Source: an optimization exercise on an open RTL-to-GDS flow (aim: small area, a short achievable clock period and few clock cycles per item). Production flows keep margins and buffers that such runs may drop.
No run shown here included a check of the RTL's function; only the layout flow was run.
Power is estimated from default activity; no workload was simulated.

==> design/flow/design.v <==
module SME ( clk, reset, chardata, isstring, ispattern, valid, match, match_index);
input clk;
input reset;
input [7:0] chardata;
input isstring;
input ispattern;
output valid;
output match;
output [4:0] match_index;
reg valid;
reg match;
reg [4:0] match_index;
reg  [7:0] c_q;         
reg        lit_q, dot_q, car_q, dol_q, star_q;
reg        str_q, str_q2;
reg        pat_q, pat_q2;
wire in_car  = (chardata == 8'h5E);
wire in_dol  = (chardata == 8'h24);
wire in_dot  = (chardata == 8'h2E);
wire in_star = (chardata == 8'h2A);
always @(posedge clk) begin
	c_q    <= (in_car | in_dol) ? 8'h20 : chardata;
	lit_q  <= !(in_car | in_dol | in_dot | in_star);
	dot_q  <= in_dot;
	car_q  <= in_car;
	dol_q  <= in_dol;
	star_q <= in_star;
end
always @(posedge clk or posedge reset) begin
	if (reset) begin
		str_q  <= 1'b0;
		str_q2 <= 1'b0;
		pat_q  <= 1'b0;
		pat_q2 <= 1'b0;
	end else begin
		str_q  <= isstring;
		str_q2 <= str_q;
		pat_q  <= ispattern;
		pat_q2 <= pat_q;
	end
end
reg [7:0] s [0:31];
reg [5:0] len;           
integer n;
always @(posedge clk) begin
	if (str_q) begin
		for (n = 0; n < 31; n = n + 1)
			s[n] <= s[n+1];
		s[31] <= c_q;
		len <= str_q2 ? len + 6'd1 : 6'd1;
	end
end
wire [5:0] len_nxt = str_q ? (str_q2 ? len + 6'd1 : 6'd1) : len;
wire [5:0] lo = 6'd32 - len_nxt;
reg  [31:0] v;
integer j;
always @(*) begin
	for (j = 0; j < 32; j = j + 1)
		v[j] = (j >= lo);
end
reg [31:0] eq;
always @(*) begin
	for (j = 0; j < 32; j = j + 1)
		eq[j] = (s[j] == c_q);
end
reg  [32:0] m;
reg  [4:0]  base;        
reg         starred;
reg [32:0] pre;
always @(*) begin
	pre[0] = m[0];
	for (j = 1; j < 33; j = j + 1)
		pre[j] = pre[j-1] | m[j];
end
reg [15:0] a2; reg [7:0] a4; reg [3:0] a8; reg [1:0] a16;
reg [31:0] i1;  reg [31:0] i2; reg [31:0] i4; reg [31:0] i8; reg [4:0] fs;
always @(*) begin
	i1 = 32'd0; i2 = 32'd0; i4 = 32'd0; i8 = 32'd0;
	for (j = 0; j < 16; j = j + 1) begin             
		a2[j] = m[2*j] | m[2*j+1];
		i1[j] = !m[2*j] & m[2*j+1];
	end
	for (j = 0; j < 8; j = j + 1) begin              
		a4[j] = a2[2*j] | a2[2*j+1];
		i2[2*j]   = a2[2*j] ? i1[2*j] : i1[2*j+1];
		i2[2*j+1] = !a2[2*j] & a2[2*j+1];
	end
	for (j = 0; j < 4; j = j + 1) begin              
		a8[j] = a4[2*j] | a4[2*j+1];
		i4[3*j]   = a4[2*j] ? i2[4*j]   : i2[4*j+2];
		i4[3*j+1] = a4[2*j] ? i2[4*j+1] : i2[4*j+3];
		i4[3*j+2] = !a4[2*j] & a4[2*j+1];
	end
	for (j = 0; j < 2; j = j + 1) begin              
		a16[j] = a8[2*j] | a8[2*j+1];
		i8[4*j]   = a8[2*j] ? i4[6*j]   : i4[6*j+3];
		i8[4*j+1] = a8[2*j] ? i4[6*j+1] : i4[6*j+4];
		i8[4*j+2] = a8[2*j] ? i4[6*j+2] : i4[6*j+5];
		i8[4*j+3] = !a8[2*j] & a8[2*j+1];
	end
	fs[0] = a16[0] ? i8[0] : i8[4];
	fs[1] = a16[0] ? i8[1] : i8[5];
	fs[2] = a16[0] ? i8[2] : i8[6];
	fs[3] = a16[0] ? i8[3] : i8[7];
	fs[4] = !a16[0] & a16[1];
end
wire [2:0] lo_sum = {1'b0, fs[1:0]} + {1'b0, base[1:0]};
wire [2:0] hi0 = fs[4:2] + base[4:2];
wire [2:0] hi1 = fs[4:2] + base[4:2] + 3'd1;
wire [4:0] cand = {lo_sum[2] ? hi1 : hi0, lo_sum[1:0]};
reg [32:0] m_nxt;
always @(*) begin
	m_nxt[0] = (car_q & m[0]) |
	           (dol_q & m[0] & eq[0]) |
	           (star_q & pre[0]);
	for (j = 1; j < 32; j = j + 1)
		m_nxt[j] = ((lit_q | dot_q) & m[j-1] & (dot_q | eq[j-1])) |
		           (car_q & m[j] & (!m[j-1] | eq[j-1])) |
		           (dol_q & m[j] & eq[j]) |
		           (star_q & pre[j]);
	m_nxt[32] = ((lit_q | dot_q) & m[31] & (dot_q | eq[31])) |
	            (dol_q & m[32]) |
	            (star_q & pre[32]);
end
always @(posedge clk) begin
	if (pat_q) begin
		m    <= m_nxt;
		base <= (lit_q | dot_q) ? base - 5'd1 : base;
	end else begin
		m    <= {1'b0, v};
		base <= len_nxt[4:0];
	end
end
always @(posedge clk or posedge reset) begin
	if (reset)
		starred <= 1'b0;
	else
		starred <= pat_q & (starred | star_q);
end
always @(posedge clk) begin
	if (!starred)
		match_index <= cand;
end
always @(posedge clk or posedge reset) begin
	if (reset) begin
		valid <= 1'b0;
	end else begin
		valid <= pat_q2 & !pat_q;
	end
end
always @(posedge clk) begin
	match <= |m;
end
endmodule
==> design/flow/flow/run.sh <==
#!/bin/bash
set -euo pipefail
bash standard.sh SETUP_SLACK_MARGIN=5.4 finish > make_finish.log 2>&1
==> design/flow/standard.sh <==
#!/bin/bash
# synth_recipe.tcl (not shown) runs the flow's synth.tcl, then flattens the netlist and writes it again
# the make line also repeats each setting of config.mk as NAME=value (left out here)
make -C /OpenROAD-flow-scripts/flow DESIGN_CONFIG=/design/flow/config.mk WORK_HOME=/design/flow/orfs CLKGATE_MAP_FILE= SYNTH_SCRIPT=/design/flow/synth_recipe.tcl "${@:-finish}"
==> design/flow/config.mk <==
export PLATFORM = sky130hd
export DESIGN_NAME = SME
export DESIGN_NICKNAME = SME
export VERILOG_FILES = /design/flow/design.v
export SDC_FILE = /design/flow/constraint.sdc
export NUM_CORES = 4
export LEC_CHECK = 0
export CAP_MARGIN = 20
export CORE_MARGIN = 2
export CORE_UTILIZATION = 40
export CTS_CLUSTER_DIAMETER = 120
export CTS_CLUSTER_SIZE = 24
export SLEW_MARGIN = 20
==> design/flow/constraint.sdc <==
create_clock -name core_clock -period 8.0 [get_ports {clk}]
set_input_delay 1.6000 -clock core_clock [delete_from_list [all_inputs] [get_ports {clk}]]
set_output_delay 1.6000 -clock core_clock [all_outputs]
set_load 0.01 [all_outputs]
==> results.ini, run 1 <==
[floorplan]
core_area_sq_um = 36800
die_w_microns = 198
die_y_microns = 198
pin_count = 19
rows = 70
start_util_pct = 40.9
dieArea_sq_um = 39100

[global_route]
use_met2_pct = 25.6
grt_pass1_wl_mm = 50.5
grt_most_used_layer = met2
grt_pass1_vias = 8919
grt_overflow = 0
grt_max_degree = 82
grtUsageTotal_pct = 16.5
grt_antenna_before_repair = 0
use_met1_pct = 25.0
use_met3_pct = 2.57

[cells_and_area]
nets = 1248
drive_gt1_share_pct = 12.7
design_area_sq_um = 16900
utilization_pct = 45.9
antenna_cells = 0
final.fill_count = 3285
syn_to_final_growth_pct = 12.3

[clocking]
cts_max_level = 1
clockBufferDepth = 3
clock_sinks = 325
clk_pin_slew_ns = 0.10
postCtsHoldBufs = 0
cts_tree = yes
clkLatencyLatePin_ns = 0.52
root_buffer = clkbuf_16
cts_made_buffers = 17

[placed_design]
hpwl_mm = 21.0
portBuffers = 18
gp_congestion = 0.881
dpl-instance-area_sq_um = 15800

[synth]
synth.most_common_cell = edfxtp_1
synth_seq_area_share_pct = 61.2
synthesis.nets = 1227
netlist_instances = 1205
ys_ff_latch = 325
async_flop_share_pct = 1.85
yosys_warnings = 2
avgSynthCellArea_sq_um = 12.5
ys.flop_type = edfxtp_1
synth.largest_area_cell = edfxtp_1
synth-edff-count = 266
synth_area_sq_um = 15000
synth.top_cell.area_share_pct = 53.2
synth.area.top_cells = edfxtp_1 (53%), xnor2_1 (14%), dfxtp_1 (7.1%)
synth_commonest_cells = edfxtp_1 (266), xnor2_1 (232), nand2_1 (91), nor2_1 (62), nand4_1 (59)
synth_cell_types = 68

[power_and_ir_drop]
ir_worst_vdd_uv = 130
power_density_nw_per_um2 = 235
p_leak_nw = 5.51

[sta]
slew-limit-headroom_pct = 31.8
setup_viol = 0
maxSlewViolCount = 0
fin_crit_ns = 3.03
setup_tns_ns = 0
worst_pin_slew_ns = 1.02
skew_ns = 0.0202
finalHoldViolations = 0
rsz0062_at_grt = true
period_share_pct = 37.8
fmax_ghz = 0.330

[critical_path]
cp.arrival_ns = 3.30
path_class = reg -> reg
path_max_fanout = 2
endpoint_kind = register
cp-start-kind = register
worst_ep_required_time_ns = 8.27

[detailed_routing]
drc = 0
vias = 9457
via_per_inst = 5.55
avgRoutedWirePerCell_microns = 19.4
drt_pass1_iterations = 6
antenna_left = 0
drt_iter0_markers = 814
drt-total-wl_mm = 33.0

[flow_run]
maxCapViolCount = 0

[worst_hold_path]
hp-class = reg -> reg

[outcome]
status = finished clean

-- cell usage in the layout (no fill, tap or decap), types with 10 or more instances in the layout --
| master | n |
|---|---|
| xor2_1 | 36 |
| nand2_1 | 89 |
| o22ai_1 | 10 |
| dfxtp_2 | 15 |
| buf_4 | 42 |
| nand4_1 | 59 |
| edfxtp_1 | 266 |
| a221oi_1 | 12 |
| xnor2_1 | 230 |
| clkbuf_1 | 11 |
| dfxtp_1 | 32 |
| a21oi_1 | 33 |
| o21ai_0 | 47 |
| clkbuf_16 | 18 |
| inv_1 | 28 |
| nor2_1 | 59 |
| a221o_1 | 12 |
| nand3_1 | 16 |
-- metal layers --
metal | vias up | share of wire (%)
li1 | 4461 | -
met1 | 4742 | 48
met2 | 230 | 45
met3 | 24 | 5.8
met4 | 0 | 0.94
met5 | - | 0
-- repair_timing --
action | 4_1_cts | 5_1_grt
pin swaps | 10 | 19
buffers inserted | 12 | 19
endpoints found under the setup margin | 132 | 46
resized for setup | 69 | 33
gates cloned | 0 | 3
-- state kept, by name (all words and copies together), names as in the netlist, 5 cells and up --
signal	count
m	33
len	6
base	5
s	256
c_q	8
match_index	5
-- critical path, stage by stage (launching register included) --
cell and delay (ns):
dfxtp_4 0.37, or4_4 0.53, o21ai_2 0.15, nand2_1 0.07, nand2_1 0.08, nand2_1 0.06, a21oi_2 0.24, ha_2 0.21
inv_1 0.04, fa_1 0.49, inv_1 0.05, ha_1 0.18, nand2_1 0.07, xnor2_1 0.13, xnor2_1 0.09
-- area by class of cell --
class                      count  area, sq um  area share [%]
clock buffer                  28          467            2.77
clock inverter                 2         25.0           0.148
tap                          468          586            3.47
inverter                      33          133           0.786
timing repair inverter         1         5.00          0.0297
timing repair buffer          66          574            3.40
sequential                   325         9250            54.8
multi-input combinational    782         5840            34.6
-- cells by family (layout without fill, tap and decap cells) --
| logic type | Yosys count | in the layout | share of synthesized area, % |
|---|---|---|---|
| DFF | 325 | 325 | 61.2 |
| and+or+nand+nor | 294 | 294 | 10.0 |
| xor gates and xnor gates | 269 | 270 | 15.7 |
| AOI/OAI and AO/OA | 202 | 202 | 9.24 |
| buffers and inverters | 99 | 130 | 2.51 |
| adders and majority gates | 10 | 10 | 0.933 |
| muxes | 6 | 6 | 0.408 |
-- power by group --
group          internal, mW  switching (mW)  leakage [nW]
clock network         0.411           0.533         0.234
logic                 0.379           0.487          2.15
registers              2.00           0.150          3.13
-- final timing paths --
kind / startpoint / end / slack [ns] / depth (start not counted)
setup reg to reg: m[24] / match_index[4] / 4.97 / 14
setup / recovery: m[24] / match_index[4] / 4.97 / 14
hold reg to reg: s[11][0] / s[10][0] / 0.46 / 0
max in group asynchronous: reset / str_q / 6.48 / 2
hold / removal: s[11][0] / s[10][0] / 0.46 / 0
min in group asynchronous: reset / starred / 1.31 / 2
-- per-stage QoR --
step / power, mW / setup WS (ns) / hold slack (ns) / cells
finish: 3.96 / 4.97 / 0.462 / 1705
floorplan: 2.70 / 3.73 / 0.352 / 1205
detailed placement: 2.91 / 4.53 / 0.452 / 1641
global placement: 2.90 / 4.60 / 0.444 / 1641
CTS: 3.93 / 5.02 / 0.467 / 1683
global route: 4.15 / 4.90 / 0.475 / 1705
==> run 2: changes to the inputs <==
==> design/flow/run.sh (new file) <==
#!/bin/bash
# synth_recipe.tcl (not shown) runs the flow's synth.tcl, then flattens the netlist and writes it again
# the make line also repeats each setting of config.mk as NAME=value (left out here)
make -C /OpenROAD-flow-scripts/flow DESIGN_CONFIG=/design/flow/config.mk WORK_HOME=/design/flow/orfs CLKGATE_MAP_FILE= SYNTH_SCRIPT=/design/flow/synth_recipe.tcl finish
--- a/design/flow/config.mk
+++ b/design/flow/config.mk
@@ -12,2 +12,3 @@
 export CTS_CLUSTER_SIZE = 24
+export SETUP_SLACK_MARGIN = 5
 export SLEW_MARGIN = 20
removed: design/flow/flow/run.sh
removed: design/flow/standard.sh
==> run 2 against run 1 <==
Non-clock buffer count decreased by 29. Still clean. Critical endpoint unchanged. First-iteration DRC count increased by 11%. Synthesized area unchanged. Routed wire length decreased by 3.3%. Sequential cell count unchanged. Combinational power decreased by 12%. Setup slack improved by 0.081 ns. Sequential share of layout area increased by 1.4 points. Critical path depth unchanged. Register-to-register slack improved by 0.08 ns.
==> results.ini, run 2 <==
[cells_and_area]
final.fill_count = 3318  ; +1.0%
design_area_sq_um = 16400  ; -2.7%
final-seq-area_sq_um = 9230  ; -0.22%
syn_to_final_growth_pct = 9.28
final_cells = 1673  ; -1.9%
antenna_cells = 0  ; unchanged
nets = 1217  ; -2.5%
largest_register_ffs = 256  ; unchanged
reg.largest.list = s x256, m x33, c_q x8
drive_gt1_share_pct = 7.30  ; -5.4 points
final_common_cell = edfxtp_1
top_register = s
mostFrequentLayoutCells = edfxtp_1 (266), xnor2_1 (231), nand2_1 (91)
multiInputGateArea_sq_um = 5650  ; -3.3%

[critical_path]
reg2reg_depth = 14  ; unchanged
worst_ep_required_time_ns = 8.27  ; about the same
cp-start-kind = register
path_max_fanout = 5  ; +3
path_class = reg -> reg
endpoint_kind = register
cp.arrival_ns = 3.22  ; -0.08 ns

[floorplan]
core_area_sq_um = 36800  ; unchanged
die_w_microns = 198  ; unchanged
rows = 70  ; unchanged
pin_count = 19  ; unchanged
dieArea_sq_um = 39100  ; unchanged
start_util_pct = 40.9  ; unchanged
die_y_microns = 198  ; unchanged

[outcome]
status = finished clean

[sta]
skew_ns = 0.0200  ; -0.000133 ns
fin_ws_ns = 5.05  ; +0.0808 ns
maxSlewViolCount = 0  ; unchanged
finalHoldViolations = 0  ; unchanged
fmax_ghz = 0.339  ; +2.7%
setup_tns_ns = 0  ; unchanged
setup_viol = 0  ; unchanged
worst_pin_slew_ns = 1.07  ; +0.0500 ns
period_share_pct = 36.8  ; -1.0 points
fin_crit_ns = 2.95  ; -0.0808 ns
slew-limit-headroom_pct = 28.5  ; -3.3 points
rsz0062_at_grt = true

[clocking]
clock_sinks = 325  ; unchanged
cts_tree = yes
cts_made_buffers = 17  ; unchanged
clockBufferDepth = 3  ; unchanged
clkLatencyLatePin_ns = 0.52  ; about the same
postCtsHoldBufs = 0  ; unchanged
clk_pin_slew_ns = 0.10  ; about the same
root_buffer = clkbuf_16
cts_max_level = 1  ; unchanged

[placed_design]
portBuffers = 18  ; unchanged
post-place-ws_ns = 4.68  ; +0.157 ns
dpl-instance-area_sq_um = 15800  ; -0.20%
gp_congestion = 0.890  ; +0.92%
hpwl_mm = 20.8  ; -0.85%
placed_cells = 1640  ; -0.061%

[global_route]
grt_pass1_wl_mm = 50.1  ; -0.87%
use_met1_pct = 24.1  ; -0.88 points
grt_overflow = 0  ; unchanged
grtUsageTotal_pct = 16.3  ; -0.22 points
use_met3_pct = 2.71  ; +0.14 points
grt_antenna_before_repair = 0  ; unchanged
grt_most_used_layer = met2
grt_pass1_vias = 8950  ; +0.35%
grt_max_degree = 89  ; +8.5%
use_met2_pct = 25.5  ; -0.10 points

[synth]
synth-edff-count = 266  ; unchanged
synth.largest_area_cell = edfxtp_1
synth_seq_area_share_pct = 61.2  ; unchanged
synth-compound-area-share_pct = 9.24  ; unchanged
avgSynthCellArea_sq_um = 12.5  ; unchanged
synth_commonest_cells = edfxtp_1 (266), xnor2_1 (232), nand2_1 (91), nor2_1 (62), nand4_1 (59)
ys.flop_type = edfxtp_1
ys_ff_latch = 325  ; unchanged
synth_xor_area_share_pct = 15.7  ; unchanged
synth_area_sq_um = 15000  ; unchanged
synthMuxAreaShare_pct = 0.408  ; unchanged
synthesis.nets = 1227  ; unchanged
netlist_instances = 1205  ; unchanged
yosys_warnings = 2  ; unchanged
synth-simple-area-share_pct = 10.0  ; unchanged
synth.area.top_cells = edfxtp_1 (53%), xnor2_1 (14%), dfxtp_1 (7.1%)
synth.top_cell.area_share_pct = 53.2  ; unchanged
synth_top_family_by_area = XOR/XNOR gates
async_flop_share_pct = 1.85  ; unchanged
synth_cell_types = 68  ; unchanged
synth.most_common_cell = edfxtp_1
synth_fa_ha_area_share_pct = 0.933  ; unchanged

[detailed_routing]
drt-total-wl_mm = 31.9  ; -3.3%
vias = 9231  ; -2.4%
antenna_left = 0  ; unchanged
drc = 0  ; unchanged
drt_pass1_iterations = 5  ; -1
avgRoutedWirePerCell_microns = 19.1  ; -1.5%
via_per_inst = 5.52  ; -0.52%
drt_iter0_markers = 907  ; +11%

[power_and_ir_drop]
switchingPower_mw = 1.12  ; -4.1%
p_leak_nw = 5.30  ; -3.8%
total_power_mw = 3.85  ; -2.9%
combPwrFrac_pct = 19.7  ; -2.2 points
switching_share_pct = 29.2  ; -0.38 points
ir_worst_vdd_uv = 121  ; -6.8%
seqPwrFrac_pct = 55.9  ; +1.6 points
p_int_mw = 2.73  ; -2.4%
clkPwrFrac_pct = 24.4  ; +0.6 points
power_density_nw_per_um2 = 234  ; -0.19%

[flow_run]
maxCapViolCount = 0  ; unchanged

[worst_hold_path]
hold_depth = 0  ; unchanged
hp-class = reg -> reg

==> run 2: cell type report <==
cell class	instances	area share, %
multi-input combinational	781	34.4
clock inverter	1	0.0991
sequential	325	56.2
inverter	33	0.785
tap	468	3.57
clock buffer	28	2.84
timing repair buffer	37	2.12
==> run 2: worst max-delay path: stages, from the launching register on <==
cell and delay, ns:
dfxtp_4 0.38, or4_4 0.55, o21ai_2 0.13, nand2_1 0.06, nand2_1 0.08, nand2_1 0.07
a21oi_2 0.20, ha_2 0.18, inv_1 0.04, fa_1 0.50, inv_1 0.05, ha_1 0.18
nand2_1 0.08, xnor2_1 0.13, xnor2_1 0.09
==> run 2: cell families (layout without fill, tap and decap cells) <==
family / Yosys count / after routing
AO/OA/AOI/OAI: 202 / 202
buffers and inverters: 99 / 99
AND/OR/NAND/NOR: 294 / 294
adder cells (fa/ha/maj): 10 / 10
XOR/XNOR: 269 / 269
multiplexers: 6 / 6
flip-flops: 325 / 325
==> run 2: stage by stage <==
step                      hold slack (ns)  util [%]
after floorplan                     0.352         -
after global placement              0.444      42.9
after detailed placement            0.456      42.9
after CTS                           0.469      44.4
after global routing                0.477      44.6
final                               0.470      44.6
==> run 2: worst paths after layout <==
path / from / slack [ns] / to
max in group asynchronous: reset / 6.49 / str_q
min in group asynchronous: reset / 1.30 / str_q2
max: m[25] / 5.05 / match_index[4]
min reg2reg: s[11][7] / 0.47 / s[10][7]
min: s[11][7] / 0.47 / s[10][7]
max reg2reg: m[25] / 5.05 / match_index[4]
==> run 2: what timing repair did <==
| item | CTS | global route |
|---|---|---|
| setup buffers | 1 | 3 |
| resized for setup | 20 | 14 |
| setup endpoints to repair | 35 | 22 |
| pin swaps | 3 | 3 |
==> run 2: per-layer routing <==
layer,share of wire (%),wire length (microns)
met5,0,0
met4,1.3,423
met3,5.7,1820
met2,45,14400
met1,48,15300
==> run 2: power by group through the flow <==
stage / clock network, mW / logic, mW / registers (mW)
2_1_floorplan: 0 / 0.532 / 2.15
3_3_place_gp: 0 / 0.717 / 2.18
3_5_place_dp: 0 / 0.722 / 2.18
4_1_cts: 0.966 / 0.737 / 2.15
5_1_grt: 1.02 / 0.835 / 2.17
6_report: 0.937 / 0.758 / 2.15
==> run 3: changes to the inputs <==
--- a/design/flow/design.v
+++ b/design/flow/design.v
@@ -74,2 +74,9 @@
 end
+reg [32:0] x;
+always @(*) begin
+	for (j = 0; j < 32; j = j + 1)
+		x[j] = m[j] & ((lit_q & eq[j]) | dot_q | (dol_q & eq[j]) | star_q |
+		               (car_q & (j == 0 || !m[j-1] || eq[j-1])));
+	x[32] = m[32] & (dol_q | star_q);
+end
 reg [15:0] a2; reg [7:0] a4; reg [3:0] a8; reg [1:0] a16;
@@ -79,4 +86,4 @@
 	for (j = 0; j < 16; j = j + 1) begin             
-		a2[j] = m[2*j] | m[2*j+1];
-		i1[j] = !m[2*j] & m[2*j+1];
+		a2[j] = x[2*j] | x[2*j+1];
+		i1[j] = !x[2*j] & x[2*j+1];
 	end
@@ -106,6 +113,2 @@
 end
-wire [2:0] lo_sum = {1'b0, fs[1:0]} + {1'b0, base[1:0]};
-wire [2:0] hi0 = fs[4:2] + base[4:2];
-wire [2:0] hi1 = fs[4:2] + base[4:2] + 3'd1;
-wire [4:0] cand = {lo_sum[2] ? hi1 : hi0, lo_sum[1:0]};
 reg [32:0] m_nxt;
@@ -133,10 +136,23 @@
 end
+reg [4:0] fsq, bq;
+reg       starred2;
+always @(posedge clk) begin
+	fsq <= fs;
+	bq  <= base;
+end
+wire [2:0] lo_sum = {1'b0, fsq[1:0]} + {1'b0, bq[1:0]};
+wire [2:0] hi0 = fsq[4:2] + bq[4:2];
+wire [2:0] hi1 = fsq[4:2] + bq[4:2] + 3'd1;
+wire [4:0] cand = {lo_sum[2] ? hi1 : hi0, lo_sum[1:0]};
 always @(posedge clk or posedge reset) begin
-	if (reset)
-		starred <= 1'b0;
-	else
-		starred <= pat_q & (starred | star_q);
+	if (reset) begin
+		starred  <= 1'b0;
+		starred2 <= 1'b0;
+	end else begin
+		starred  <= pat_q & (starred | star_q);
+		starred2 <= starred;
+	end
 end
 always @(posedge clk) begin
-	if (!starred)
+	if (!starred2)
 		match_index <= cand;
==> design/flow/flow/run.sh (new file) <==
#!/bin/bash
set -euo pipefail
bash standard.sh SETUP_SLACK_MARGIN=5.4 finish > make_finish.log 2>&1
==> design/flow/standard.sh (new file) <==
#!/bin/bash
# synth_recipe.tcl (not shown) runs the flow's synth.tcl, then flattens the netlist and writes it again
# the make line also repeats each setting of config.mk as NAME=value (left out here)
make -C /OpenROAD-flow-scripts/flow DESIGN_CONFIG=/design/flow/config.mk WORK_HOME=/design/flow/orfs CLKGATE_MAP_FILE= SYNTH_SCRIPT=/design/flow/synth_recipe.tcl "${@:-finish}"
--- a/design/flow/config.mk
+++ b/design/flow/config.mk
@@ -12,3 +12,2 @@
 export CTS_CLUSTER_SIZE = 24
-export SETUP_SLACK_MARGIN = 5
 export SLEW_MARGIN = 20
removed: design/flow/run.sh
==> run 3 against run 2 <==
Register-to-register slack gained 0.25 ns. Final cell count grew 15%. Sequential power is essentially flat. Global-route usage grew 3.5 points. Critical path type unchanged. Critical endpoint is now fsq[1].
==> results.ini, run 3 <==
[clocking]
clk_pin_slew_ns = 0.10  ; about the same
clkLatencyLatePin_ns = 0.53  ; about the same
cts_tree = yes
root_buffer = clkbuf_16
cts_max_level = 1  ; unchanged
cts_made_buffers = 17  ; unchanged
clock_sinks = 336  ; +3.4%
clockBufferDepth = 3  ; unchanged

[detailed_routing]
via_per_inst = 5.57  ; +0.94%
drc = 0  ; unchanged
drt-total-wl_mm = 42.3  ; +32%
vias = 10700  ; +16%
drt_pass1_iterations = 5  ; unchanged
antenna_left = 0  ; unchanged
avgRoutedWirePerCell_microns = 22.0  ; +15%
drt_iter0_markers = 833  ; -8.2%

[global_route]
grt_overflow = 0  ; unchanged
grt_max_degree = 83  ; -6.7%
grt_pass1_wl_mm = 63.2  ; +26%
grt_antenna_before_repair = 0  ; unchanged
grtUsageTotal_pct = 19.8  ; +3.5 points
grt_pass1_vias = 10300  ; +15%

[synth]
synth_cell_types = 89  ; +31%
avgSynthCellArea_sq_um = 12.5  ; about the same
synthesis.nets = 1311  ; +6.8%
ys.flop_type = edfxtp_1
synth_area_sq_um = 16100  ; +7.1%
yosys_warnings = 4  ; +2
synth.most_common_cell = edfxtp_1
netlist_instances = 1289  ; +7.0%
synth.top_cell.area_share_pct = 49.6  ; -3.5 points
synth_commonest_cells = edfxtp_1 (266), xor2_1 (150), xnor2_1 (121), nand2_1 (76), o21ai_0 (66)
async_flop_share_pct = 2.08  ; +0.24 points
synth-edff-count = 266  ; unchanged
ys_ff_latch = 336  ; +3.4%
synth.largest_area_cell = edfxtp_1
synth.area.top_cells = edfxtp_1 (50%), xor2_1 (8.2%), dfxtp_1 (7.8%)
synth_seq_area_share_pct = 58.6  ; -2.6 points

[floorplan]
dieArea_sq_um = 41800  ; +6.9%
die_w_microns = 205  ; +3.4%
rows = 73  ; +4.3%
die_y_microns = 205  ; +3.4%
start_util_pct = 40.5  ; -0.36 points
pin_count = 19  ; unchanged
core_area_sq_um = 39700  ; +8.0%

[placed_design]
portBuffers = 18  ; unchanged
post-place-ws_ns = 4.31  ; -0.371 ns
placed_cells = 1790  ; +9.1%
gp_congestion = 0.875  ; -1.6%
hpwl_mm = 23.3  ; +12%

[cells_and_area]
drive_gt1_share_pct = 21.0  ; +14 points
final_common_cell = edfxtp_1
mostFrequentLayoutCells = edfxtp_1 (266), xor2_1 (141), xnor2_1 (119)
antenna_cells = 0  ; unchanged
nets = 1407  ; +16%
top_register = s
utilization_pct = 48.2  ; +3.5 points
largest_register_ffs = 256  ; unchanged
syn_to_final_growth_pct = 18.9
reg.largest.list = s x256, m x33, c_q x8
final_cells = 1920  ; +15%

[worst_hold_path]
hold_depth = 0  ; unchanged
hp-class = reg -> reg

[sta]
fin_ws_ns = 5.31  ; +0.253 ns
setup_tns_ns = 0  ; unchanged
worst_pin_slew_ns = 1.03  ; -0.0385 ns
period_share_pct = 33.7  ; -3.2 points
skew_ns = 0.0199  ; -0.000156 ns
rsz0062_at_grt = true
fmax_ghz = 0.371  ; +9.4%
slew-limit-headroom_pct = 31.1  ; +2.6 points
setup_viol = 0  ; unchanged
fin_crit_ns = 2.69  ; -0.253 ns
finalHoldViolations = 0  ; unchanged
maxSlewViolCount = 0  ; unchanged

[critical_path]
reg2reg_depth = 11  ; -3
cp-start-kind = register
path_class = reg -> reg
endpoint_kind = register
path_max_fanout = 8  ; +3
worst_ep_required_time_ns = 8.45  ; +0.18 ns
cp.arrival_ns = 3.14  ; -0.08 ns

[flow_run]
maxCapViolCount = 0  ; unchanged

[power_and_ir_drop]
p_leak_nw = 6.70  ; +26%
ir_worst_vdd_uv = 147  ; +22%
total_power_mw = 3.79  ; -1.5%
power_density_nw_per_um2 = 198  ; -15%

[outcome]
status = finished clean

run 3: cell count changes after synthesis, sizes merged, moves of 10 or more:
| cell | previous run | this run |
|---|---|---|
| nor4 | 19 | 39 |
| nand4 | 59 | 32 |
| nand2 | 91 | 76 |
| xnor2 | 232 | 122 |
| a31oi | 5 | 18 |
| o21ai | 56 | 75 |
| dfxtp | 53 | 63 |
| xor2 | 37 | 150 |
| a221o | 12 | 1 |
| a21oi | 36 | 64 |
run 3: what timing repair did:
action | in CTS | in global routing
resized for setup | 121 | 87
setup endpoints to repair | 135 | 79
endpoints found under the hold margin | 0 | 0
buffers inserted | 54 | 37
pin swaps | 22 | 37
gates cloned | 10 | 0
hold buffers | 0 | 0
run 3: layout make-up:
class,count,area [sq um]
Fill cell,3495,20600
Sequential cell,336,9470
Multi-Input combinational cell,853,6710
Timing Repair Buffer,138,1660
Tap cell,525,657
Clock buffer,29,470
Inverter,38,158
Timing Repair inverter,1,7.51
run 3: metrics by stage:
step / area [sq um] / hold slack, ns
2_1_floorplan: 16200 / 0.352
3_3_place_gp: 16700 / 0.368
3_5_place_dp: 16700 / 0.377
4_1_cts: 18400 / 0.400
5_1_grt: 19100 / 0.418
6_report: 19100 / 0.392
run 3: power by group:
group	total [mW]	switching (mW)	internal, mW	leakage, nW
sequential	2.15	0.116	2.04	3.22
combinational	0.677	0.379	0.298	3.26
clock	0.961	0.554	0.407	0.224
run 3: worst paths after layout:
| check | startpoint | endpoint | slack (ns) |
|---|---|---|---|
| max in group asynchronous | reset | str_q | 6.38 |
| max reg2reg | c_q[4] | fsq[1] | 5.31 |
| max | c_q[4] | fsq[1] | 5.31 |
| min reg2reg | starred | starred2 | 0.39 |
| min | starred | starred2 | 0.39 |
| min in group asynchronous | reset | str_q | 1.33 |
run 3: cells by family after synthesis:
logic type                 synth area share (%)
DFF                                        58.6
adders and majority gates                 0.871
and+or+nand+nor                            9.32
xor gates and xnor gates                   14.9
buffers and inverters                      4.05
muxes                                     0.132
AOI/OAI and AO/OA                          12.2
run 3: routing by layer:
layer / global-route usage (%) / wire (microns) / vias up
met1: 26.3 / 18200 / 5298
met3: 2.37 / 2110 / 81
met2: 34.0 / 20600 / 378
met5: 0 / 0 / -
li1: - / - / 4936
met4: 5.95 / 1300 / 0
run 3: critical path, cell delays in order (launching register included):
cell and delay, ns:
dfxtp_4 0.38, buf_12 0.14, buf_8 0.13, xor2_2 0.16, nor4_2 0.09, a31oi_1 0.24, o2111ai_2 0.16, a22o_1 0.29
or4b_4 0.59, a211oi_2 0.27, o21ai_2 0.10, o31ai_1 0.06
==> run 4: changes to the inputs <==
==> design/flow/run.sh (new file) <==
#!/bin/bash
# synth_recipe.tcl (not shown) runs the flow's synth.tcl, then flattens the netlist and writes it again
# the make line also repeats each setting of config.mk as NAME=value (left out here)
make -C /OpenROAD-flow-scripts/flow DESIGN_CONFIG=/design/flow/config.mk WORK_HOME=/design/flow/orfs CLKGATE_MAP_FILE= SYNTH_SCRIPT=/design/flow/synth_recipe.tcl finish
--- a/design/flow/config.mk
+++ b/design/flow/config.mk
@@ -12,2 +12,3 @@
 export CTS_CLUSTER_SIZE = 24
+export SETUP_SLACK_MARGIN = 5
 export SLEW_MARGIN = 20
removed: design/flow/flow/run.sh
removed: design/flow/standard.sh
==> run 4 against run 3 <==
Largest cell class unchanged. Largest power group unchanged. Global-route usage down 2.7 points. Routed wire length down 16%. Critical path type unchanged. Final cell count down 5.2%. Critical endpoint is now m[29]. Sequential cell count unchanged. First-iteration DRC count down 5.3%. Sequential share of layout area up 4.9 points. Still clean on timing, DRC and antenna. Synthesized area unchanged. Highest routed layer unchanged.
==> results.ini, run 4 <==
[outcome]
status = finished clean

[cells_and_area]
syn_to_final_growth_pct = 7.95
top_register = s
nets = 1308  ; -7.0%
largest_register_ffs = 256  ; unchanged
design_area_sq_um = 17400  ; -9.2%
antenna_cells = 0  ; unchanged
reg.largest.list = s x256, m x33, c_q x8
final_common_cell = edfxtp_1
mostFrequentLayoutCells = edfxtp_1 (266), xor2_1 (149), xnor2_1 (120)
utilization_pct = 43.7  ; -4.5 points
drive_gt1_share_pct = 9.18  ; -12 points

[clocking]
clockBufferDepth = 3  ; unchanged
clock_sinks = 336  ; unchanged
cts_made_buffers = 17  ; unchanged
clk_pin_slew_ns = 0.10  ; about the same
cts_max_level = 1  ; unchanged
clkLatencyLatePin_ns = 0.53  ; about the same
cts_tree = yes
postCtsHoldBufs = 0  ; unchanged
root_buffer = clkbuf_16

[synth]
synthesis.nets = 1311  ; unchanged
yosys_warnings = 4  ; unchanged
synth_commonest_cells = edfxtp_1 (266), xor2_1 (150), xnor2_1 (121), nand2_1 (76), o21ai_0 (66)
synth.largest_area_cell = edfxtp_1
synth.most_common_cell = edfxtp_1
synth_cell_types = 89  ; unchanged
avgSynthCellArea_sq_um = 12.5  ; unchanged
netlist_instances = 1289  ; unchanged
ys_ff_latch = 336  ; unchanged
synth.top_cell.area_share_pct = 49.6  ; unchanged
ys.flop_type = edfxtp_1
synth_seq_area_share_pct = 58.6  ; unchanged
synth_area_sq_um = 16100  ; unchanged
async_flop_share_pct = 2.08  ; unchanged
synth-edff-count = 266  ; unchanged
synth.area.top_cells = edfxtp_1 (50%), xor2_1 (8.2%), dfxtp_1 (7.8%)

[critical_path]
path_class = reg -> reg
cp-start-kind = register
worst_ep_required_time_ns = 8.39  ; -0.06 ns
cp.arrival_ns = 3.30  ; +0.16 ns
endpoint_kind = register
path_max_fanout = 6  ; -2

[sta]
fmax_ghz = 0.344  ; -7.4%
rsz0062_at_grt = true
setup_tns_ns = 0  ; unchanged
skew_ns = 0.0322  ; +0.0123 ns
worst_pin_slew_ns = 0.988  ; -0.0464 ns
slew-limit-headroom_pct = 34.1  ; +3.0 points
fin_crit_ns = 2.91  ; +0.216 ns
fin_ws_ns = 5.09  ; -0.216 ns
setup_viol = 0  ; unchanged
period_share_pct = 36.4  ; +2.7 points
maxSlewViolCount = 0  ; unchanged
finalHoldViolations = 0  ; unchanged

[placed_design]
post-place-ws_ns = 4.66  ; +0.345 ns
dpl-instance-area_sq_um = 16700  ; -0.13%
hpwl_mm = 23.2  ; -0.69%
gp_congestion = 0.894  ; +2.2%
portBuffers = 18  ; unchanged

[power_and_ir_drop]
p_leak_nw = 5.93  ; -12%
total_power_mw = 3.65  ; -3.8%
ir_worst_vdd_uv = 123  ; -16%
power_density_nw_per_um2 = 210  ; +6.1%

[floorplan]
core_area_sq_um = 39700  ; unchanged
pin_count = 19  ; unchanged
start_util_pct = 40.5  ; unchanged
dieArea_sq_um = 41800  ; unchanged
die_w_microns = 205  ; unchanged
rows = 73  ; unchanged
die_y_microns = 205  ; unchanged

[detailed_routing]
via_per_inst = 5.48  ; -1.6%
drt-total-wl_mm = 35.5  ; -16%
vias = 9981  ; -6.7%
drt_iter0_markers = 789  ; -5.3%
avgRoutedWirePerCell_microns = 19.5  ; -11%
drc = 0  ; unchanged
antenna_left = 0  ; unchanged
drt_pass1_iterations = 5  ; unchanged

[flow_run]
maxCapViolCount = 0  ; unchanged

[global_route]
grt_overflow = 0  ; unchanged
grt_max_degree = 85  ; +2.4%
grt_antenna_before_repair = 0  ; unchanged
grtUsageTotal_pct = 17.1  ; -2.7 points
grt_pass1_wl_mm = 56.5  ; -11%
grt_pass1_vias = 9877  ; -4.4%

[worst_hold_path]
hp-class = reg -> reg

[run 4: layer usage]
metal	vias up	GRT usage, %	wire length [microns]
li1	4712	-	-
met1	4967	23.4	16000
met2	254	29.1	17200
met3	48	1.61	1440
met4	0	4.63	916
met5	-	0	0
[run 4: cell families after synthesis]
kind of cell | count (synthesis) | synth area share [%]
AOI/OAI and AO/OA | 291 | 12.2
xor gates and xnor gates | 272 | 14.9
DFF | 336 | 58.6
adders and majority gates | 10 | 0.871
and+or+nand+nor | 278 | 9.32
buffers and inverters | 100 | 4.05
muxes | 2 | 0.132
[run 4: power by group]
group	switching, mW	internal, mW	leakage [nW]
sequential	0.109	2.04	3.22
clock	0.543	0.406	0.224
combinational	0.331	0.222	2.48
[run 4: final timing paths]
kind / start / end / slack (ns) / depth (start not counted)
max: m[8] / m[29] / 5.09 / 9
min: starred / starred2 / 0.40 / 0
max reg2reg: m[8] / m[29] / 5.09 / 9
min reg2reg: starred / starred2 / 0.40 / 0
max in group asynchronous: reset / str_q / 6.38 / 2
min in group asynchronous: reset / valid / 1.32 / 2
[run 4: cell type report]
type                            instances  area [sq um]
Clock buffer                           29           470
Fill cell                            3669         22400
Inverter                               38           161
Multi-Input combinational cell        853          6200
Sequential cell                       336          9440
Tap cell                              525           657
Timing Repair Buffer                   40           434
[run 4: stage by stage]
step | std cells | hold WS [ns]
2_1_floorplan | 1289 | 0.352
3_3_place_gp | 1788 | 0.374
3_5_place_dp | 1788 | 0.375
4_1_cts | 1818 | 0.402
5_1_grt | 1821 | 0.408
6_report | 1821 | 0.400
[run 4: repair_timing]
| item | 4_1_cts | 5_1_grt |
|---|---|---|
| endpoints found under the setup margin | 94 | 19 |
| buffers inserted | 1 | 3 |
| pin swaps | 0 | 4 |
| gates resized for setup | 15 | 39 |
[run 4: worst max-delay path: stages, from the launching register on]
cell	delay [ns]
dfxtp_1	0.38
nor4_2	0.36
nand4b_1	0.30
nand4b_4	0.27
nand4b_1	0.34
nor4_4	0.37
nand3_2	0.12
or3_4	0.37
a21oi_4	0.18
a221oi_1	0.10
==> run 5: changes to the inputs <==
--- a/design/flow/design.v
+++ b/design/flow/design.v
@@ -13,3 +13,3 @@
 reg  [7:0] c_q;         
-reg        lit_q, dot_q, car_q, dol_q, star_q;
+reg        dot_q, car_q, dol_q, star_q;
 reg        str_q, str_q2;
@@ -22,3 +22,2 @@
 	c_q    <= (in_car | in_dol) ? 8'h20 : chardata;
-	lit_q  <= !(in_car | in_dol | in_dot | in_star);
 	dot_q  <= in_dot;
@@ -41,4 +40,5 @@
 end
+wire lit_q = !(dot_q | car_q | dol_q | star_q);
 reg [7:0] s [0:31];
-reg [5:0] len;           
+reg [4:0] len;           
 integer n;
@@ -49,7 +49,7 @@
 		s[31] <= c_q;
-		len <= str_q2 ? len + 6'd1 : 6'd1;
+		len <= str_q2 ? len + 5'd1 : 5'd1;
 	end
 end
-wire [5:0] len_nxt = str_q ? (str_q2 ? len + 6'd1 : 6'd1) : len;
-wire [5:0] lo = 6'd32 - len_nxt;
+wire [4:0] len_nxt = str_q ? (str_q2 ? len + 5'd1 : 5'd1) : len;
+wire [4:0] lo = 5'd0 - len_nxt;      
 reg  [31:0] v;
@@ -74,9 +74,2 @@
 end
-reg [32:0] x;
-always @(*) begin
-	for (j = 0; j < 32; j = j + 1)
-		x[j] = m[j] & ((lit_q & eq[j]) | dot_q | (dol_q & eq[j]) | star_q |
-		               (car_q & (j == 0 || !m[j-1] || eq[j-1])));
-	x[32] = m[32] & (dol_q | star_q);
-end
 reg [15:0] a2; reg [7:0] a4; reg [3:0] a8; reg [1:0] a16;
@@ -86,4 +79,4 @@
 	for (j = 0; j < 16; j = j + 1) begin             
-		a2[j] = x[2*j] | x[2*j+1];
-		i1[j] = !x[2*j] & x[2*j+1];
+		a2[j] = m[2*j] | m[2*j+1];
+		i1[j] = !m[2*j] & m[2*j+1];
 	end
@@ -113,2 +106,6 @@
 end
+wire [2:0] lo_sum = {1'b0, fs[1:0]} + {1'b0, base[1:0]};
+wire [2:0] hi0 = fs[4:2] + base[4:2];
+wire [2:0] hi1 = fs[4:2] + base[4:2] + 3'd1;
+wire [4:0] cand = {lo_sum[2] ? hi1 : hi0, lo_sum[1:0]};
 reg [32:0] m_nxt;
@@ -133,26 +130,13 @@
 		m    <= {1'b0, v};
-		base <= len_nxt[4:0];
+		base <= len_nxt;
 	end
 end
-reg [4:0] fsq, bq;
-reg       starred2;
-always @(posedge clk) begin
-	fsq <= fs;
-	bq  <= base;
-end
-wire [2:0] lo_sum = {1'b0, fsq[1:0]} + {1'b0, bq[1:0]};
-wire [2:0] hi0 = fsq[4:2] + bq[4:2];
-wire [2:0] hi1 = fsq[4:2] + bq[4:2] + 3'd1;
-wire [4:0] cand = {lo_sum[2] ? hi1 : hi0, lo_sum[1:0]};
 always @(posedge clk or posedge reset) begin
-	if (reset) begin
-		starred  <= 1'b0;
-		starred2 <= 1'b0;
-	end else begin
-		starred  <= pat_q & (starred | star_q);
-		starred2 <= starred;
-	end
+	if (reset)
+		starred <= 1'b0;
+	else
+		starred <= pat_q & (starred | star_q);
 end
 always @(posedge clk) begin
-	if (!starred2)
+	if (!starred)
 		match_index <= cand;
==> design/flow/flow/run.sh (new file) <==
#!/bin/bash
set -euo pipefail
bash standard.sh SETUP_SLACK_MARGIN=5.7 finish > make_finish.log 2>&1
==> design/flow/standard.sh (new file) <==
#!/bin/bash
# synth_recipe.tcl (not shown) runs the flow's synth.tcl, then flattens the netlist and writes it again
# the make line also repeats each setting of config.mk as NAME=value (left out here)
make -C /OpenROAD-flow-scripts/flow DESIGN_CONFIG=/design/flow/config.mk WORK_HOME=/design/flow/orfs CLKGATE_MAP_FILE= SYNTH_SCRIPT=/design/flow/synth_recipe.tcl "${@:-finish}"
--- a/design/flow/config.mk
+++ b/design/flow/config.mk
@@ -12,3 +12,3 @@
 export CTS_CLUSTER_SIZE = 24
-export SETUP_SLACK_MARGIN = 5
 export SLEW_MARGIN = 20
+export TNS_END_PERCENT = 5
removed: design/flow/run.sh
==> run 5 against run 4 <==
Cell area fell by 5.1%. Critical path depth rose by 4. First-iteration DRC count fell by 25%. Routed wire length fell by 12%. Utilization rose by 1.3 points. Register-to-register slack improved by 0.11 ns. Sequential cell count fell by 13. Still clean. Setup slack improved by 0.11 ns. Sequential power fell by 5%.
==> results.ini, run 5 <==
[synth]
ys_ff_latch = 323  ; -3.9%
ys.flop_type = edfxtp_1
synth-compound-area-share_pct = 10.0  ; -2.2 points
avgSynthCellArea_sq_um = 12.7  ; +2.1%
synth_fa_ha_area_share_pct = 0.940  ; +0.069 points
synth.top_cell.area_share_pct = 53.6  ; +3.9 points
synth.area.top_cells = edfxtp_1 (54%), xnor2_1 (15%), dfxtp_1 (6.9%)
synth.largest_area_cell = edfxtp_1
async_flop_share_pct = 1.86  ; -0.23 points
synth_xor_area_share_pct = 15.7  ; +0.83 points
synthesis.nets = 1191  ; -9.2%
synth_area_sq_um = 14900  ; -7.4%
synth.most_common_cell = edfxtp_1
synth_seq_area_share_pct = 61.5  ; +2.9 points
synth_cell_types = 74  ; -17%
synth-edff-count = 266  ; unchanged
netlist_instances = 1169  ; -9.3%
yosys_warnings = 2  ; -2
synth_commonest_cells = edfxtp_1 (266), xnor2_1 (253), nand4_1 (65), nor2_1 (59), dfxtp_1 (51)
synth-simple-area-share_pct = 8.75  ; -0.57 points
synthMuxAreaShare_pct = 0.210  ; +0.078 points
synth_top_family_by_area = XOR/XNOR gates

[sta]
finalHoldViolations = 0  ; unchanged
slew-limit-headroom_pct = 40.8  ; +6.7 points
setup_viol = 0  ; unchanged
rsz0062_at_grt = true
fmax_ghz = 0.357  ; +3.9%
maxSlewViolCount = 0  ; unchanged
skew_ns = 0.0300  ; -0.00222 ns
worst_pin_slew_ns = 0.889  ; -0.0993 ns
period_share_pct = 35.0  ; -1.4 points
fin_crit_ns = 2.80  ; -0.110 ns
fin_ws_ns = 5.20  ; +0.110 ns
setup_tns_ns = 0  ; unchanged

[worst_hold_path]
hp-class = reg -> reg

[critical_path]
endpoint_kind = register
worst_ep_required_time_ns = 8.26  ; -0.13 ns
slowest_stage = or4_4
cp.arrival_ns = 3.06  ; -0.24 ns
cp-start-kind = register
worstPathCellList = or4_4, a21oi_2, o21ai_2, nand2_1, a21oi_2, ha_2, inv_2, fa_1, inv_1, ha_2, nand2_2, xnor2_2, xnor2_1
path_max_fanout = 3  ; -3
cp_slowest_stage_delay_ns = 0.55  ; +0.17 ns
path_class = reg -> reg

[floorplan]
pin_count = 19  ; unchanged
die_y_microns = 197  ; -3.7%
dieArea_sq_um = 38800  ; -7.2%
core_area_sq_um = 36600  ; -7.9%
die_w_microns = 197  ; -3.7%
rows = 70  ; -4.1%
start_util_pct = 40.7  ; +0.22 points

[power_and_ir_drop]
p_leak_nw = 5.30  ; -11%
switchingPower_mw = 0.954  ; -2.9%
power_density_nw_per_um2 = 219  ; +4.2%
clkPwrFrac_pct = 26.0  ; about the same
ir_worst_vdd_uv = 182  ; +48%
combPwrFrac_pct = 17.1  ; +2.0 points
p_int_mw = 2.65  ; -0.44%
seqPwrFrac_pct = 57.0  ; -1.8 points
switching_share_pct = 26.4  ; -0.49 points

[global_route]
grt_max_degree = 93  ; +9.4%
grt_most_used_layer = met2
grtUsageTotal_pct = 16.3  ; -0.84 points
grt_antenna_before_repair = 0  ; unchanged
use_met2_pct = 26.8  ; -2.2 points
grt_overflow = 0  ; unchanged
grt_pass1_vias = 8870  ; -10%
use_met3_pct = 2.00  ; +0.39 points
use_met1_pct = 22.8  ; -0.62 points
grt_pass1_wl_mm = 50.2  ; -11%

[cells_and_area]
utilization_pct = 45.0  ; +1.3 points
reg.largest.list = s x256, m x33, c_q x8
top_register = s
largest_register_ffs = 256  ; unchanged
nets = 1202  ; -8.1%
drive_gt1_share_pct = 10.7  ; +1.5 points
final.fill_count = 3346  ; -8.8%
antenna_cells = 0  ; unchanged
syn_to_final_growth_pct = 10.6
final_common_cell = edfxtp_1
design_area_sq_um = 16500  ; -5.1%
mostFrequentLayoutCells = edfxtp_1 (266), xnor2_1 (251), nand4_1 (65)

[detailed_routing]
vias = 9019  ; -9.6%
antenna_left = 0  ; unchanged
drt_pass1_iterations = 5  ; unchanged
via_per_inst = 5.44  ; -0.75%
avgRoutedWirePerCell_microns = 18.9  ; -3.0%
drt_iter0_markers = 594  ; -25%
drc = 0  ; unchanged
drt-total-wl_mm = 31.4  ; -12%

[clocking]
cts_made_buffers = 17  ; unchanged
cts_tree = yes
postCtsHoldBufs = 0  ; unchanged
clkLatencyLatePin_ns = 0.53  ; about the same
clockBufferDepth = 3  ; unchanged
clk_pin_slew_ns = 0.11  ; about the same
clock_sinks = 323  ; -3.9%
cts_max_level = 1  ; unchanged
root_buffer = clkbuf_16

[placed_design]
hpwl_mm = 20.0  ; -13%
portBuffers = 18  ; unchanged
post-place-ws_ns = 4.91  ; +0.250 ns
dpl-instance-area_sq_um = 15500  ; -6.8%
gp_congestion = 0.862  ; -3.6%

[flow_run]
maxCapViolCount = 0  ; unchanged

[outcome]
status = finished clean

run 5: changes by cell type in the layout (fill, tap and decap cells not counted), sizes merged, moves of 12 or more:
cell    before  now
xor2       150   12
xnor2      122  254
nand4       32   65
a21oi       64   32
nand2       76   45
nor4        39    8
o21ai       75   51
buf         21   44
o211ai       7   29
a31oi       18    6
dfxtp       63   51
run 5: power by group through the flow:
stage / combinational, mW / clock [mW] / sequential (mW)
after floorplan: 0.366 / 0 / 2.09
after global placement: 0.518 / 0 / 2.09
after detailed placement: 0.521 / 0 / 2.09
after CTS: 0.544 / 0.969 / 2.06
after global routing: 0.672 / 1.02 / 2.07
final: 0.616 / 0.936 / 2.05
run 5: through the flow:
step / hold slack (ns) / total power [mW] / cells
after global routing: 0.474 / 3.77 / 1658
final: 0.453 / 3.61 / 1658
after detailed placement: 0.454 / 2.62 / 1604
after global placement: 0.444 / 2.61 / 1604
after CTS: 0.458 / 3.57 / 1640
after floorplan: 0.352 / 2.46 / 1169
run 5: final timing paths:
kind / slack (ns) / to / depth (start not counted) / startpoint
setup / recovery: 5.20 / match_index[4] / 13 / m[20]
hold / removal: 0.45 / s[22][6] / 0 / s[23][6]
setup reg to reg: 5.20 / match_index[4] / 13 / m[20]
hold reg to reg: 0.45 / s[22][6] / 0 / s[23][6]
max in group asynchronous: 6.45 / str_q / 2 / reset
min in group asynchronous: 1.30 / pat_q / 2 / reset
run 5: routing by layer:
layer / up-vias / part of all wire (%)
li1: 4311 / -
met1: 4492 / 46
met2: 178 / 48
met3: 38 / 3.7
met4: 0 / 2.4
met5: - / 0
run 5: critical path: cells and delay by family, from the launching register on:
family                   cells  cell delay, ns
XOR/XNOR                     2            0.27
adder cells (fa/ha/maj)      3            0.78
AND/OR/NAND/NOR              3            0.73
flip-flops                   1            0.34
AO/OA/AOI/OAI                3            0.31
buffers and inverters        2            0.12
run 5: repair_timing:
item | 4_1_cts | 5_1_grt
resized for setup | 48 | 22
setup endpoints to repair | 144 | 145
cloned | 0 | 0
pin swaps | 8 | 6
setup buffers | 7 | 18
run 5: logic make-up (layout without fill, tap and decap cells):
kind of cell / Yosys count / count (layout)
AO/OA/AOI/OAI: 214 / 214
XOR/XNOR: 266 / 266
adder cells (fa/ha/maj): 10 / 10
buffers and inverters: 104 / 125
flip-flops: 323 / 323
multiplexers: 3 / 3
AND/OR/NAND/NOR: 249 / 249
run 5: layout make-up:
class / instances / area [sq um] / area share (%)
Clock inverter: 1 / 16.3 / 0.0987
Tap cell: 468 / 586 / 3.55
Timing Repair Buffer: 59 / 576 / 3.49
Multi-Input combinational cell: 742 / 5510 / 33.4
Sequential cell: 323 / 9180 / 55.7
Clock buffer: 28 / 467 / 2.83
Inverter: 37 / 145 / 0.880
==> run 6: changes to the inputs <==
--- a/design/flow/design.v
+++ b/design/flow/design.v
@@ -106,6 +106,21 @@
 end
-wire [2:0] lo_sum = {1'b0, fs[1:0]} + {1'b0, base[1:0]};
-wire [2:0] hi0 = fs[4:2] + base[4:2];
-wire [2:0] hi1 = fs[4:2] + base[4:2] + 3'd1;
-wire [4:0] cand = {lo_sum[2] ? hi1 : hi0, lo_sum[1:0]};
+reg [1:0] lo_sum;
+reg       lo_cy;
+always @(*) begin
+	case (fs[1:0])
+	2'd0: begin lo_sum = base[1:0];         lo_cy = 1'b0;              end
+	2'd1: begin lo_sum = base[1:0] + 2'd1;  lo_cy = &base[1:0];        end
+	2'd2: begin lo_sum = base[1:0] + 2'd2;  lo_cy = base[1];           end
+	default: begin lo_sum = base[1:0] + 2'd3; lo_cy = |base[1:0];      end
+	endcase
+end
+reg [2:0] up0 [0:7];     
+reg [2:0] up1 [0:7];     
+always @(*) begin
+	for (j = 0; j < 8; j = j + 1) begin
+		up0[j] = base[4:2] + j;
+		up1[j] = base[4:2] + j + 1;
+	end
+end
+wire [4:0] cand = {lo_cy ? up1[fs[4:2]] : up0[fs[4:2]], lo_sum};
 reg [32:0] m_nxt;
==> run 6 against run 5 <==
Non-clock buffer count is 7 lower. Still clean on timing, DRC and antenna. Combinational power rose by 41%. Highest routed layer unchanged. Critical path depth shrank 4. Fmax increased by 3.1%.
==> results.ini, run 6 <==
[outcome]
status = finished clean

[power_and_ir_drop]
switchingPower_mw = 1.14  ; +19%
clkPwrFrac_pct = 23.9  ; -2.1 points
combPwrFrac_pct = 22.1  ; +5.0 points
switching_share_pct = 28.9  ; +2.5 points
seqPwrFrac_pct = 54.0  ; -3.0 points
power_density_nw_per_um2 = 236  ; +8.0%
p_int_mw = 2.79  ; +5.3%
ir_worst_vdd_uv = 128  ; -30%
p_leak_nw = 5.21  ; -1.5%

[clocking]
clk_pin_slew_ns = 0.11  ; about the same
root_buffer = clkbuf_16
clockBufferDepth = 3  ; unchanged
clkLatencyLatePin_ns = 0.53  ; about the same
cts_max_level = 1  ; unchanged
cts_made_buffers = 17  ; unchanged
postCtsHoldBufs = 0  ; unchanged
clock_sinks = 323  ; unchanged
cts_tree = yes

[critical_path]
path_max_fanout = 5  ; +2
cp.arrival_ns = 2.99  ; -0.07 ns
cp-start-kind = register
rrSetupSlack_ns = 5.28  ; +0.08 ns
path_class = reg -> reg
endpoint_kind = register
worst_ep_required_time_ns = 8.28  ; +0.02 ns

[global_route]
grt_pass1_vias = 8957  ; +0.98%
grt_overflow = 0  ; unchanged
grtUsageTotal_pct = 16.1  ; -0.13 points
grt_antenna_before_repair = 0  ; unchanged
grt_pass1_wl_mm = 49.9  ; -0.48%
use_met3_pct = 1.90  ; -0.10 points
use_met2_pct = 28.1  ; +1.3 points
grt_most_used_layer = met2
use_met1_pct = 21.9  ; -0.86 points
grt_max_degree = 85  ; -8.6%

[cells_and_area]
syn_to_final_growth_pct = 10.9
top_register = s
mostFrequentLayoutCells = xnor2_1 (270), edfxtp_1 (266), nand4_1 (67)
reg.largest.list = s x256, m x33, c_q x8
largest_register_ffs = 256  ; unchanged
nets = 1216  ; +1.2%
design_area_sq_um = 16600  ; +0.93%
drive_gt1_share_pct = 11.3  ; +0.62 points
final_common_cell = xnor2_1
antenna_cells = 0  ; unchanged

[sta]
worst_pin_slew_ns = 1.05  ; +0.166 ns
skew_ns = 0.0306  ; +0.000679 ns
hold_ws_ns = 0.460  ; +0.00708 ns
finalHoldViolations = 0  ; unchanged
slew-limit-headroom_pct = 29.7  ; -11 points
maxSlewViolCount = 0  ; unchanged
rsz0062_at_grt = true
period_share_pct = 34.0  ; -1.0 points
setup_tns_ns = 0  ; unchanged
setup_viol = 0  ; unchanged
fin_crit_ns = 2.72  ; -0.0830 ns
fmax_ghz = 0.368  ; +3.1%

[placed_design]
gp_congestion = 0.851  ; -1.2%
hpwl_mm = 19.8  ; -1.4%
dpl-instance-area_sq_um = 15700  ; +0.74%
portBuffers = 18  ; unchanged

[worst_hold_path]
hp-class = reg -> reg

[detailed_routing]
drt_iter0_markers = 631  ; +6.2%
drt-total-wl_mm = 31.3  ; -0.22%
drt_pass1_iterations = 5  ; unchanged
antenna_left = 0  ; unchanged
vias = 9009  ; -0.11%
avgRoutedWirePerCell_microns = 18.7  ; -1.1%
drc = 0  ; unchanged
via_per_inst = 5.39  ; -0.95%

[synth]
avgSynthCellArea_sq_um = 12.6  ; -0.96%
synth_area_sq_um = 15000  ; +0.65%
synth_seq_area_share_pct = 61.1  ; -0.39 points
synth.most_common_cell = xnor2_1
synth.largest_area_cell = edfxtp_1
ys.flop_type = edfxtp_1
async_flop_share_pct = 1.86  ; unchanged
yosys_warnings = 4  ; +2
synth_cell_types = 72  ; -2.7%
ys_ff_latch = 323  ; unchanged
synth.top_cell.area_share_pct = 53.2  ; -0.34 points
synth.area.top_cells = edfxtp_1 (53%), xnor2_1 (16%), dfxtp_1 (6.8%)
netlist_instances = 1188  ; +1.6%
synth_commonest_cells = xnor2_1 (272), edfxtp_1 (266), o21ai_0 (69), nand4_1 (67), nor2_1 (61)
synthesis.nets = 1211  ; +1.7%
synth-edff-count = 266  ; unchanged

[floorplan]
dieArea_sq_um = 39100  ; +0.64%
die_y_microns = 198  ; +0.32%
pin_count = 19  ; unchanged
die_w_microns = 198  ; +0.32%
core_area_sq_um = 36800  ; +0.48%
start_util_pct = 40.8  ; +0.068 points
rows = 70  ; unchanged

[flow_run]
maxCapViolCount = 0  ; unchanged

run 6: changes by cell type after synthesis, sizes merged, moves of 11 or more:
cell,previous run,this run
o21ai,51,71
xnor2,254,272
nand2,45,57
a221oi,12,1
xor2,12,1
run 6: worst paths after layout:
check	from	endpoint	cells after the start
min	s[26][6]	s[25][6]	0
max	m[20]	match_index[4]	9
max reg2reg	m[20]	match_index[4]	9
min reg2reg	s[26][6]	s[25][6]	0
min in group asynchronous	reset	str_q2	2
max in group asynchronous	reset	str_q	2
run 6: final cells by class:
| class | instances | area, sq um |
|---|---|---|
| Multi-Input combinational cell | 765 | 5740 |
| Fill cell | 3349 | 20100 |
| Inverter | 34 | 128 |
| Sequential cell | 323 | 9220 |
| Timing Repair Buffer | 52 | 473 |
| Tap cell | 468 | 586 |
| Clock buffer | 28 | 467 |
| Clock inverter | 2 | 25.0 |
run 6: power groups by stage:
stage	registers, mW	logic, mW	clock network (mW)
finish	2.12	0.868	0.941
global placement	2.16	0.739	0
floorplan	2.12	0.580	0
CTS	2.12	0.854	0.984
detailed placement	2.16	0.747	0
global route	2.14	0.954	1.04
run 6: metal layers:
metal | vias up | wire, microns | share of wire [%]
li1 | 4345 | - | -
met1 | 4497 | 14600 | 47
met2 | 136 | 15500 | 49
met3 | 31 | 809 | 2.6
met4 | 0 | 464 | 1.5
met5 | - | 0 | 0
run 6: critical path, stage by stage, from the launching register on:
cell and delay, ns:
dfxtp_4 0.36, or4_4 0.62, or2_4 0.32, o31ai_4 0.27
or2b_1 0.16, xnor2_1 0.12, ha_2 0.19, o31ai_2 0.06
xnor2_1 0.13, mux2_4 0.25
run 6: cell families (layout without fill, tap and decap cells):
family	after synthesis	after routing	share of synthesized area, %
multiplexers	9	9	0.634
adder cells (fa/ha/maj)	11	11	0.917
AND/OR/NAND/NOR	253	253	8.87
AO/OA/AOI/OAI	219	219	10.0
flip-flops	323	323	61.1
buffers and inverters	100	116	2.56
XOR/XNOR	273	273	15.9
run 6: metrics by stage:
step	power [mW]	util, %	std cells	setup slack [ns]
detailed placement	2.91	42.5	1618	4.78
finish	3.93	45.2	1672	5.28
CTS	3.96	45.1	1669	5.29
global placement	2.90	42.5	1618	4.79
global route	4.13	45.2	1672	5.16
floorplan	2.70	-	1188	4.06
run 6: repair_timing:
| item | in CTS | in global routing |
|---|---|---|
| resized for setup | 91 | 11 |
| buffers inserted | 20 | 3 |
| pin swaps | 18 | 6 |
| cloned | 1 | 0 |
| endpoints found under the setup margin | 135 | 52 |

==> afterwards: timing with drivers on the ports <==
The flow's constraints put no driver on any port. The routed layouts listed below were extracted and timed again, unchanged, in two steps. Step 1 sets driving cells, clkbuf_16 on the clock port and buf_2 on the other inputs (assumed; they add their load-dependent delay and slew). Step 2 moves the port delays by t, midway between the first and last clock arrival at a register: inputs arrive t later, outputs are due t later. That takes back most of the time a late clock gives input paths. a / b / c = ideal / step 1 / step 2; a / b = the first two.
run	shift t [ns]	slack for setup (ns)	worst setup path at the end	latest minus earliest clock arrival (ns)	cell pins on the clock port's net
run 1	0.565	4.972 / 4.972 / 4.926	input to register	0.021 / 0.020	1
run 2	0.555	5.053 / 5.053 / 4.665	input to register	0.022 / 0.022	1
run 3	0.571	5.306 / 5.283 / 5.120	input to register	0.021 / 0.022	1
run 4	0.565	5.090 / 5.090 / 4.773	input to register	0.034 / 0.035	1
run 5	0.564	5.200 / 5.178 / 4.937	input to register	0.031 / 0.031	1
run 6	0.571	5.283 / 5.268 / 4.904	input to register	0.031 / 0.031	1
After both steps setup and hold are still met in every run listed. For run 2, which loses most, drivers alone change the setup slack by 0.000 ns; drivers and shift together by -0.388 ns.
